From an optimization exercise on the open Yosys and OpenROAD flow, aimed at a short achievable clock period and few clock cycles; shortcuts taken in it are not production practice.
The RTL was checked by simulation tests, not by an equivalence proof against the original design.
Power and IR drop assume default switching activity.

<file path="flow/design.v">
module alu(
           input [15:0] a,
           input [15:0] b,
           input [9:0] imm,
           input [2:0] alu_op_code,
           output reg [15:0] result
       );
always @(*)
begin
    case(alu_op_code)
        3'b000:
            result = a + b;
        3'b001:
            result = a + {6'd0, imm};
        3'b010:
            result = {15'd0, (a == b)};
        3'b011:
            result = ~(a & b);
        3'b100:
            result = a & b;
        3'b101:
            result = a | b;
        default:
            result = 16'd0;
    endcase
end
endmodule
module gpr(
           input clk,
           input rst,
           input write_en,
           input [2:0] write_dest,
           input [15:0] write_data,
           input [2:0] read_addr_1,
           output [15:0] read_data_1,
           input [2:0] read_addr_2,
           output [15:0] read_data_2,
           output [15:0] outrega
       );
reg [15:0] r[7:0];
integer i;
always @( posedge clk )
begin
    if (rst)
    begin
        for (i = 0; i < 8; i = i + 1)
            r[i] <= 16'd0;
    end
    else if (write_en && write_dest != 0)
    begin
        r[write_dest] <= write_data;
    end
end
assign read_data_1 = r[read_addr_1];
assign read_data_2 = r[read_addr_2];
assign outrega = r[1];
endmodule
module ctrl(
           input [15:0] ir,
           input rst,
           output reg [2:0] gpr_write_addr, gpr_read_addr_0, gpr_read_addr_1, alu_op_code,
           output reg addr_bus_src,
           output reg gpr_write_en,
           output reg [9:0] imm,
           output reg [15:0] mem_addr,
           output reg rw,
           output reg [2:0] gpr_write_src,
           output reg [15:0] gpr_write_data,
           output reg [1:0] branch,
           input [15:0] pc
       );
parameter ALU = 3'b000;
parameter CTRL = 3'b001;
parameter MEM = 3'b010;
parameter GPR = 3'b000;
always @(*)
begin
    gpr_write_addr = 3'b0;
    gpr_read_addr_0 = 3'b0;
    gpr_read_addr_1 = 3'b0;
    alu_op_code = 3'b0;
    addr_bus_src = 1'b0;
    gpr_write_en = 1'b0;
    imm = 10'd0;
    mem_addr = 16'd0;
    rw = 1'b0;
    gpr_write_src = 3'b0;
    gpr_write_data = 16'd0;
    branch = 2'b0;
    begin
        case(ir[15:13])
            3'b000:
            begin
                branch = 2'b0;
                rw = 1'b0;
                gpr_write_en = 1'b1;
                gpr_write_addr = ir[12:10];
                gpr_read_addr_0 = ir[9:7];
                gpr_read_addr_1 = ir[2:0];
                gpr_write_src = ALU;
                alu_op_code = 3'b000;
                addr_bus_src = 1'b0;
            end
            3'b001:
            begin
                branch = 2'b0;
                rw = 1'b0;
                gpr_write_en = 1'b1;
                gpr_write_addr = ir[12:10];
                gpr_read_addr_0 = ir[9:7];
                imm = {4'd0, ir[6:0]};
                gpr_write_src = ALU;
                alu_op_code = 3'b001;
                addr_bus_src = 1'b0;
            end
            3'b010:
            begin
                branch = 2'b0;
                rw = 1'b0;
                gpr_write_en = 1'b1;
                gpr_write_addr = ir[12:10];
                gpr_read_addr_0 = ir[9:7];
                gpr_read_addr_1 = ir[2:0];
                gpr_write_src = ALU;
                alu_op_code = 3'b011;
                addr_bus_src = 1'b0;
            end
            3'b011:
            begin
                branch = 2'b0;
                rw = 1'b0;
                gpr_write_en = 1'b1;
                gpr_write_addr = ir[12:10];
                gpr_write_data = {ir[9:0], 6'd0};
                gpr_write_src = CTRL;
                addr_bus_src = 1'b0;
            end
            3'b100:
            begin
                gpr_write_en = 1'b0;
                branch = 2'b0;
                rw = 1'b1;
                mem_addr = 16'd0;
                gpr_read_addr_1 = ir[12:10];
                alu_op_code = 3'b001;
                gpr_read_addr_0 = ir[9:7];
                imm = {4'd0, ir[6:0]};
                addr_bus_src = 1'b1;
            end
            3'b101:
            begin
                branch = 2'b0;
                rw = 1'b0;
                gpr_write_en = 1'b1;
                gpr_write_addr = ir[12:10];
                gpr_write_src = MEM;
                mem_addr = {6'd0, ir[9:0]};
                addr_bus_src = 1'b0;
            end
            3'b110:
            begin
                branch = 2'b10;
                rw = 1'b0;
                gpr_write_en = 1'b0;
                gpr_write_addr = 3'b0;
                gpr_read_addr_0 = ir[12:10];
                gpr_read_addr_1 = ir[9:7];
                imm = ir[6:0];
                alu_op_code = 3'b010;
                addr_bus_src = 1'b0;
            end
            3'b111:
            begin
                branch = 2'b01;
                rw = 1'b0;
                gpr_write_en = 1'b1;
                gpr_write_addr = ir[12:10];
                gpr_write_data = pc + 16'd1;
                gpr_read_addr_0 = ir[9:7];
                gpr_write_src = CTRL;
                addr_bus_src = 1'b0;
            end
            default:
            begin
                branch = 2'b0;
                rw = 1'b0;
                gpr_write_en = 1'b0;
                addr_bus_src = 1'b0;
            end
        endcase
    end
end
endmodule
module risc16 (
           input clk,
           input rst,
           input extern_halt,
           input [15:0] ir,
           input [15:0] data_in,
           output[15:0] pc_out,
           output[15:0] outRegA,
           output reg [15:0] addr,
           output [15:0] data_bus,
           output mem_rw
       );
parameter PROG_START = 16'h000F;
wire halt = extern_halt;
reg [15:0] pc;
assign pc_out = pc;
wire gpr_write_en;
wire [2:0] gpr_write_addr;
reg [15:0] gpr_write_data;
wire [2:0] gpr_read_addr_1;
wire [2:0] gpr_read_addr_2;
wire [15:0] gpr_read_data_1;
wire [15:0] gpr_read_data_2;
assign data_bus = gpr_read_data_2;
gpr cpu_gpr(
        .clk(clk),
        .rst(rst),
        .write_en(gpr_write_en & ~halt),
        .write_dest(gpr_write_addr),
        .write_data(gpr_write_data),
        .read_addr_1(gpr_read_addr_1),
        .read_data_1(gpr_read_data_1),
        .read_addr_2(gpr_read_addr_2),
        .read_data_2(gpr_read_data_2),
        .outrega(outRegA)
    );
wire [9:0] imm;
wire [2:0] alu_op_code;
wire [15:0] alu_out;
alu cpu_alu(
        .a(gpr_read_data_1),
        .b(gpr_read_data_2),
        .imm(imm),
        .alu_op_code(alu_op_code),
        .result(alu_out)
    );
wire [15:0] gpr_write_data_ctrl_out;
wire [2:0] gpr_write_src;
always @(*)
begin
    case (gpr_write_src)
        3'b000: gpr_write_data = alu_out;
        3'b001: gpr_write_data = gpr_write_data_ctrl_out;
        3'b010: gpr_write_data = data_in;
        default: gpr_write_data = alu_out;
    endcase
end
wire addr_bus_src;
wire [15:0] addr_from_cpu_ctrl;
always @(*)
begin
    case (addr_bus_src)
        1'b0: addr = addr_from_cpu_ctrl;
        1'b1: addr = alu_out;
        default: addr = addr_from_cpu_ctrl;
    endcase
end
wire [1:0] branch;
wire ctrl_rw;
assign mem_rw = ctrl_rw & ~halt & ~rst;
ctrl cpu_ctrl(
         .ir(ir),
         .rst(rst),
         .gpr_write_addr(gpr_write_addr),
         .gpr_read_addr_0(gpr_read_addr_1),
         .gpr_read_addr_1(gpr_read_addr_2),
         .alu_op_code(alu_op_code),
         .addr_bus_src(addr_bus_src),
         .gpr_write_en(gpr_write_en),
         .imm(imm),
         .mem_addr(addr_from_cpu_ctrl),
         .rw(ctrl_rw),
         .gpr_write_src(gpr_write_src),
         .gpr_write_data(gpr_write_data_ctrl_out),
         .branch(branch),
         .pc(pc)
     );
always @( posedge clk )
begin
    if (rst) begin
        pc <= PROG_START;
    end else begin
        if (halt) begin
            pc <= pc;
        end else begin
            if (branch == 2'b01) begin
                pc <= gpr_read_data_1;
            end else if (branch == 2'b10) begin
                if (alu_out[0]) begin
                        pc <= (pc + 16'd1 + {9'd0, imm[6:0]});
                end else begin
                    pc <= pc + 16'd1;
                end
            end
            else begin
                pc <= pc + 16'd1;
            end
        end
    end
end
endmodule
</file>
<file path="flow/run.sh">
#!/bin/bash
# synth_recipe.tcl (not shown) runs the flow's synth.tcl, then flattens the netlist and writes it again
# the make line also repeats each setting of config.mk as NAME=value (left out here)
make -C /OpenROAD-flow-scripts/flow DESIGN_CONFIG=/design/flow/config.mk WORK_HOME=/design/flow/orfs CLKGATE_MAP_FILE= SYNTH_SCRIPT=/design/flow/synth_recipe.tcl finish
</file>
<file path="flow/config.mk">
export PLATFORM = sky130hd
export DESIGN_NAME = risc16
export DESIGN_NICKNAME = risc16
export VERILOG_FILES = /design/flow/design.v
export SDC_FILE = /design/flow/constraint.sdc
export NUM_CORES = 4
export LEC_CHECK = 0
export CAP_MARGIN = 20
export CORE_MARGIN = 2
export CORE_UTILIZATION = 40
export SLEW_MARGIN = 20
</file>
<file path="flow/constraint.sdc">
create_clock -name core_clock -period 10.0 [get_ports {clk}]
set_input_delay 2.0000 -clock core_clock [delete_from_list [all_inputs] [get_ports {clk}]]
set_output_delay 2.0000 -clock core_clock [all_outputs]
set_load 0.01 [all_outputs]
</file>
==> reports/metrics.yaml <==
status: "complete, no violations"
die_area_mm2: 0.0277
place_hpwl_mm: 28.4
clock_sinks: 144
dr.pass1.iters: 5
overflow: 0
htreeDepth: 4
clk_latency_ns: 0.43
yosysUniqueCellTypes: 80
cts_inserted_buffers: 17
crit_type: "input pin to primary output"
syn_area_mm2: 0.0105
max_cap_violations: 0
end_kind: "primary output"
fin_setup_tns_ns: 0
startpoint_type: "input pin"
ys_warn_count: 4
vias: 10148
gp_congestion: 0.994
nets: 1425
synth-edff-count: 128
hold_violations: 0
clock-skew-final_ns: 0.0154
cp_data_required_time_ns: 8.00
synth_seq_area_share_pct: 39.5
grt_max_degree: 45
nFillCells: 2524
grt_use_total_pct: 28.1
p_per_area_mw_per_mm2: 167
critical_path_arrival_ns: 7.34
ff2ff_setup_slack_ns: 5.68
drt_wl_total_mm: 39.4
io_buffers: 99
cts_resized: 0
clkTransAtPathRegs_ns: 0.07
wl_per_cell_um: 23.2
die_w_um: 166
finalCritPeriodShare_pct: 93.4
fmax_mhz: 107
synth_cells: 1254
relSlewSlack_pct: 28.2
reg2reg_depth: 16
drcViolationCount: 0
io_pins: 100
fin_crit_ns: 9.34
ys_seq_elements: 144
grt_pass1_wl_mm: 59.1
async_flop_share_pct: 0
cts_setup_buffers: 0
cts_buffer_depth: 2
fin_util_pct: 48.6
ir_drop_v: 0.000136
placed_area_mm2: 0.0120
layout-drive-gt1-share_pct: 9.47
core_mm2: 0.0260
tightest_slew_ns: 1.08
hold_class: "register to register"
synthFlopType: "edfxtp_1"
antennaDiodeCount: 0
drv_slew: 0
stdcell_area_mm2: 0.0126
ant_nets: 0
num_rows: 59
syn_area_per_cell_um2: 8.41
cts_tree: "built"
critPathMaxFanout: 19
cts_root_buf: "clkbuf_16"
grt_pass1_vias: 9605
hold_path_depth: 2
rsz0062_at_grt: "false"
leakage_nw: 4.74
die_height_um: 166
antenna_found_initial: 0
via_per_inst: 5.98
syn_to_final_growth_pct: 19.8
floorplan.initialDensity_pct: 40.6
drt_iter0_markers: 1085
setup-violations-final: 0
postCtsHoldBufs: 0
[state kept, by name, summed over array words and instances, names as in the netlist]
register,flops
cpu_gpr.r,128
pc,16
[where the power goes]
part | switching [W] | internal [W] | total [W]
registers | 0.0000246 | 0.000687 | 0.000712
logic | 0.000455 | 0.000266 | 0.000722
clock network | 0.000281 | 0.000397 | 0.000678
[synth_stat cells (9+ instances only)]
cell type  number  area, um^2
a21oi_1        44         220
dfxtp_1        16         320
nor3_1         49         245
o21a_1         12        90.1
o211ai_1       14         105
ha_1           39         488
edfxtp_1      128        3840
o21ai_0        47         235
clkbuf_1       57         214
mux2i_1        26         260
nand3_1        67         335
buf_2           9        45.0
nand2b_1        9        56.3
inv_1          18        67.6
nor2_1        172         646
a211oi_1       33         248
a21o_1          9        67.6
nand2_1       247         927
a31oi_1        23         144
and2_1         36         225
xor2_1         18         158
mux2_2         20         225
xnor2_1        15         131
[per-stage QoR]
| step | hold slack, ns | setup slack (ns) | std cells | power [W] |
|---|---|---|---|---|
| finish | 0.524 | 0.659 | 1697 | 0.00211 |
| global route | 0.588 | 0.408 | 1697 | 0.00219 |
| CTS | 0.526 | 0.769 | 1696 | 0.00210 |
| detailed placement | 0.513 | 0.796 | 1664 | 0.00143 |
| global placement | 0.506 | 0.847 | 1664 | 0.00143 |
| floorplan | 0.526 | 2.02 | 1269 | 0.00116 |
[routing by layer]
metal | GRT usage [%] | vias to the layer above | part of all wire, % | wire [um]
met3 | 4.48 | 83 | 8.8 | 3450
met4 | 12.3 | 0 | 4.2 | 1660
met5 | 0 | - | 0 | 0
li1 | - | 4700 | - | -
met2 | 44.1 | 530 | 45 | 17800
met1 | 38.4 | 4835 | 42 | 16400
[cells by family (layout without fill, tap and decap cells)]
family	Yosys count	count (layout)	share of synthesized area, %
AO/OA/AOI/OAI	257	257	16.9
adder cells (fa/ha/maj)	42	42	5.14
other	1	16	0.0356
AND/OR/NAND/NOR	626	626	26.2
multiplexers	50	50	5.38
buffers and inverters	100	193	3.92
flip-flops	144	144	39.5
XOR/XNOR	34	34	2.90
[area by class of cell]
class                   count  area (um^2)  share of cell area (%)
multi-input cells        1025         6080                    48.1
flip-flops and latches    144         4160                    33.0
repair buffers            141         1300                    10.3
clock buffers              17          425                    3.37
well taps                 335          419                    3.32
clock inverters            15          179                    1.42
inverters                  20         75.1                   0.594
[cells in the final DEF, fill, tap and decap left out, types with 17 or more instances in the layout]
master / synthesis / final
ha_1: 39 / 39
and2_1: 36 / 36
a211oi_1: 33 / 31
nand2_1: 247 / 247
xor2_1: 18 / 18
mux2i_1: 26 / 26
clkdlybuf4s50_1: 0 / 97
a31oi_1: 23 / 23
edfxtp_1: 128 / 128
nor3_1: 49 / 48
a21oi_1: 44 / 44
o21ai_0: 47 / 47
buf_4: 5 / 42
nor2_1: 172 / 172
inv_1: 18 / 18
mux2_2: 20 / 20
nand3_1: 67 / 67
clkbuf_16: 0 / 17
[worst max-delay path: stages]
cell and delay, ns:
clkdlybuf4s50_1 0.63, buf_4 0.25, maj3_4 0.26, o22a_2 0.44, buf_4 0.30, nand2_1 0.08
nand3_1 0.08, nand3_1 0.07, o21ai_0 0.23, ha_1 0.27, inv_1 0.07, fa_1 0.46
nor2b_1 0.13, o21a_1 0.16, o21ai_1 0.11, a211oi_1 0.46, o221a_2 0.32, mux2_2 0.37
nor2_1 0.09, clkdlybuf4s50_1 0.55
[worst paths after layout]
check,from,to
setup / recovery,ir[14],addr[14]
hold / removal,pc[9]$_SDFFE_PP0N_,pc[9]$_SDFFE_PP0N_
setup reg to reg,cpu_gpr.r[1][0]$_SDFFCE_PN0P_,cpu_gpr.r[7][8]$_SDFFCE_PN0P_
hold reg to reg,pc[9]$_SDFFE_PP0N_,pc[9]$_SDFFE_PP0N_
Testbench counts, summed over its fixed seeds: cycles 7,154.

re-timing with driven ports:
The flow's constraints put no driver on any port. The routed layout listed below was extracted and timed again, unchanged, in two steps. Step 1 sets driving cells, clkbuf_16 on the clock port and buf_2 on the other inputs (assumed; they add their load-dependent delay and slew). Step 2 times the ports against the registers' clock, not the clock port: input delays grow and output delays shrink by t, the midpoint of the rising clock arrivals with the driver on. Three values: ideal ports, drivers, drivers and shift; two values: the first two.
t, ns: 0.476
slack for setup (ns): 0.659 / 0.626 / 0.626
hold WS [ns]: 0.524 / 0.524 / 0.524
clock arrival spread, ns: 0.015 / 0.015
slew at the worst register clock pin (ns): 0.07 / 0.07
After both steps setup and hold are still met in this run. The setup slack of this run moves by -0.033 ns with the drivers and by -0.033 ns with both steps.
